This is an optimization exercise on Yosys and OpenROAD, whose aim is small area, a short achievable clock period and few clock cycles per item, not a production implementation.
Function was checked by simulation only, so behaviour that the tests miss may differ from the original.
No activity file was given, so power comes from the tool's default toggle rates.

==> v20: inputs <==
// cnm_top
module cnm_top (
    input  logic               clk,
    input  logic               rst,
    input  logic               in_valid,
    input  logic signed [7:0]  rea,
    input  logic signed [7:0]  ima,
    input  logic signed [7:0]  req,
    input  logic signed [7:0]  imq,
    output logic               out_valid,
    output logic signed [15:0] rep,
    output logic signed [15:0] imp
);
    logic [7:0] rea_r, ima_r, req_r, imq_r;
    logic rep_p0_1;
    logic rep_p1_2;
    logic rep_p2_3;
    logic rep_p3_4;
    logic rep_p4_5;
    logic rep_p5_6;
    logic rep_p6_7;
    logic rep_p7_8;
    logic rep_p1_9;
    logic rep_p2_10;
    logic rep_p3_11;
    logic rep_p4_12;
    logic rep_p5_13;
    logic rep_p6_14;
    logic rep_p7_15;
    logic rep_p8_16;
    logic rep_p2_17;
    logic rep_p3_18;
    logic rep_p4_19;
    logic rep_p5_20;
    logic rep_p6_21;
    logic rep_p7_22;
    logic rep_p8_23;
    logic rep_p9_24;
    logic rep_p3_25;
    logic rep_p4_26;
    logic rep_p5_27;
    logic rep_p6_28;
    logic rep_p7_29;
    logic rep_p8_30;
    logic rep_p9_31;
    logic rep_p10_32;
    logic rep_p4_33;
    logic rep_p5_34;
    logic rep_p6_35;
    logic rep_p7_36;
    logic rep_p8_37;
    logic rep_p9_38;
    logic rep_p10_39;
    logic rep_p11_40;
    logic rep_p5_41;
    logic rep_p6_42;
    logic rep_p7_43;
    logic rep_p8_44;
    logic rep_p9_45;
    logic rep_p10_46;
    logic rep_p11_47;
    logic rep_p12_48;
    logic rep_p6_49;
    logic rep_p7_50;
    logic rep_p8_51;
    logic rep_p9_52;
    logic rep_p10_53;
  ...
export LEC_CHECK = 0
export CAP_MARGIN = 20
export CORE_MARGIN = 2
export CORE_UTILIZATION = 40
export SETUP_SLACK_MARGIN = 3.0
export SLEW_MARGIN = 20
export SYNTH_HIERARCHICAL = 1
create_clock -name core_clock -period 7.0 [get_ports {clk}]
run.sh (not shown) runs the stock make flow with config.mk's settings and CLKGATE_MAP_FILE= SYNTH_SCRIPT=/design/flow/synth_recipe.tcl, a recipe that flattens the netlist after the stock synthesis.
==> v18 (differences from v20) <==
- SETUP_SLACK_MARGIN: 3.0 -> 3.6
==> results.txt <==
| item | v18 | v20 |
|---|---|---|
| Outcome | no timing/DRC/antenna violations | no timing/DRC/antenna violations |
| Reg power frac | 17.6% | 19.2% |
| Reg2Reg Setup Slack | 3.34 ns | 3.13 ns |
| Fraction of power spent switching nets | 42.2% | 41.0% |
| Met2 Track Usage GR | 31.5% | 27.7% |
| Global-route wire length before repair | 35.4 mm | 31.9 mm |
| Number of vias per cell | 4.99 | 5.01 |
| Max VDD drop | 0.174 mV | 0.163 mV |
| Core utilization of the finished layout | 51.5% | 47.4% |
| Placer Congestion | 0.786 | 0.777 |
| Sequential power | 822 uW | 831 uW |
| Final wirelength | 21.1 mm | 18.8 mm |
| Final HPWL DP | 13.9 mm | 13.7 mm |
| Cell area power density | 402 mW/mm^2 | 406 mW/mm^2 |
| Post-layout total power | 4.68 mW | 4.34 mW |
| FMAX | 0.256 GHz | 0.252 GHz |
| Final min period | 3.90 ns | 3.97 ns |
| Number of resized instances in the post-cts repair step | 223 | 57 |
| Portion of the clock cycle consumed by the worst path in the final layout | 55.7% | 56.7% |
| M3 GR Usage | 3.67% | 3.17% |
| Sequential share of cell area | 17.6% | 18.8% |
| Minimum hold slack | 0.449 ns | 0.442 ns |
| DR iter-0 viols | 244 | 252 |
| Critical path launch point | imp_r99_728 | imp_r99_729 |
| Global routing usage on met1 | 25.1% | 23.0% |
| Slack of the critical path | 3.10 ns | 3.03 ns |
| Number of setup buffers added after CTS | 62 | 9 |
Testbench counts of v20, summed over its fixed seeds: cycles 16,016, items 16,000.
Testbench counts of v18, summed over its fixed seeds: cycles 16,016, items 16,000.

* * *

==> 03-26: inputs <==
cnm_top, a different RTL version from the one above (not shown whole).
clock: 7.0 ns
lec_check: 0
cap_margin: 20
core_margin: 2
core_utilization: 40
cts_buf_list: sky130_fd_sc_hd__clkbuf_4 sky130_fd_sc_hd__clkbuf_8
setup_slack_margin: 4.5
slew_margin: 20
synth_hierarchical: 1
standard.sh (not shown) runs the stock make flow with config.mk's settings and CLKGATE_MAP_FILE= SYNTH_SCRIPT=/design/flow/synth_recipe.tcl, a recipe that flattens the netlist after the stock synthesis.
==> flow/flow/run.sh <==
#!/bin/bash
# Own layout flow: the standard flow (standard synthesis, same steps and
# settings) with two changes:
#  - the port buffers are the small sky130 buf_1 cell instead of the delay
#    cell buffer_ports picks by default (every input and output port still
#    gets its own buffer; repair may resize them);
#  - clock tree synthesis adds no dummy loads.
set -euo pipefail
export BUFFER_PORTS_ARGS="-buffer_cell sky130_fd_sc_hd__buf_1"
export CTS_ARGS="-sink_clustering_enable -repair_clock_nets -dont_use_dummy_load -buf_list {sky130_fd_sc_hd__clkbuf_4 sky130_fd_sc_hd__clkbuf_8}${CTS_EXTRA:-}"
bash standard.sh > flow_make.log 2>&1
==> 02-19 (differences from 03-26) <==
--- a/flow/flow/run.sh
+++ b/flow/flow/run.sh
@@ -9,3 +9,3 @@
 export BUFFER_PORTS_ARGS="-buffer_cell sky130_fd_sc_hd__buf_1"
-export CTS_ARGS="-sink_clustering_enable -repair_clock_nets -dont_use_dummy_load -buf_list {sky130_fd_sc_hd__clkbuf_4 sky130_fd_sc_hd__clkbuf_8}${CTS_EXTRA:-}"
+export CTS_ARGS="-sink_clustering_enable -repair_clock_nets -dont_use_dummy_load -buf_list {sky130_fd_sc_hd__clkbuf_4 sky130_fd_sc_hd__clkbuf_8}"
 bash standard.sh > flow_make.log 2>&1
CORE_UTILIZATION = 60   (was 40)
==> summary of the runs <==
- Sequential cell count is the same in 03-26 and 02-19.
- Core utilization: 02-19 is higher than 03-26 (22 points).
- 02-19 ran to the end with no violations. 03-26 finished clean.
- In count of clock-buffer cells in the layout, 03-26 and 02-19 do not differ.
- Between 03-26 and 02-19, the lower fmax is in 02-19 (gap about 2.2%, measured against 02-19).
- Against 02-19, the die area of 03-26 is larger by about 50%.
- Against 03-26, the design area of 02-19 is smaller by 1.3%.
==> figures <==
                                                                         02-19                03-26
Worst slack on hold paths                                            0.3386 ns            0.3160 ns
Worst hold start                                           n559_q1_641$_DFF_P_  n555_q1_639$_DFF_P_
Dpl hpwl                                                              14.69 mm             14.39 mm
Outcome                                       no timing/DRC/antenna violations  no timing/DRC/antenna violations
Finished layout cell area                                            10310 um2            10460 um2
Global-route track usage on met2                                        43.26%               29.09%
Place WS                                                              4.079 ns             4.017 ns
Aggregate global-route resource usage                                   25.74%               17.70%
Buffers, non-clock                                                          87                   91
Fill cell instance count of the final layout                              1296                 2346
Met1 track demand over resource in global routing                       32.02%               22.77%
Power per unit of standard cell area                              451.5 nW/um2         442.3 nW/um2
Area occupied by registers                                            3187 um2             3174 um2
DRC violation total after the first TritonRoute iteration                  503                  459
Testbench counts of 03-26, summed over its fixed seeds: cycles 16,024, items 16,000.
Testbench counts of 02-19, summed over its fixed seeds: cycles 16,024, items 16,000.

-- re-timing with driven ports --
The flow's constraints put no driver on any port. The routed layouts listed below were extracted and timed again, unchanged, in two steps.
Step 1 sets driving cells, clkbuf_16 on the clock port and buf_2 on the other inputs (assumed; they add their load-dependent delay and slew).
Step 2 also shifts input and output timing later by t, the mid clock arrival at the registers, as if the neighbouring blocks saw the same clock.
Three values: ideal ports, drivers, drivers and shift; two values: the first two.
run | t (ns) | slack for setup (ns) | worst register clock-pin slew, ns | cell pins on the clock port's net
v20 | 0.390 | 3.033 / 2.991 / 3.126 | 0.07 / 0.07 | 1
v18 | 0.394 | 3.098 / 3.051 / 3.337 | 0.07 / 0.07 | 1
03-26 | 0.492 | 4.597 / 4.597 / 4.597 | 0.08 / 0.08 | 1
02-19 | 0.477 | 4.543 / 4.543 / 4.543 | 0.09 / 0.09 | 1
After both steps every run listed still meets setup and hold.
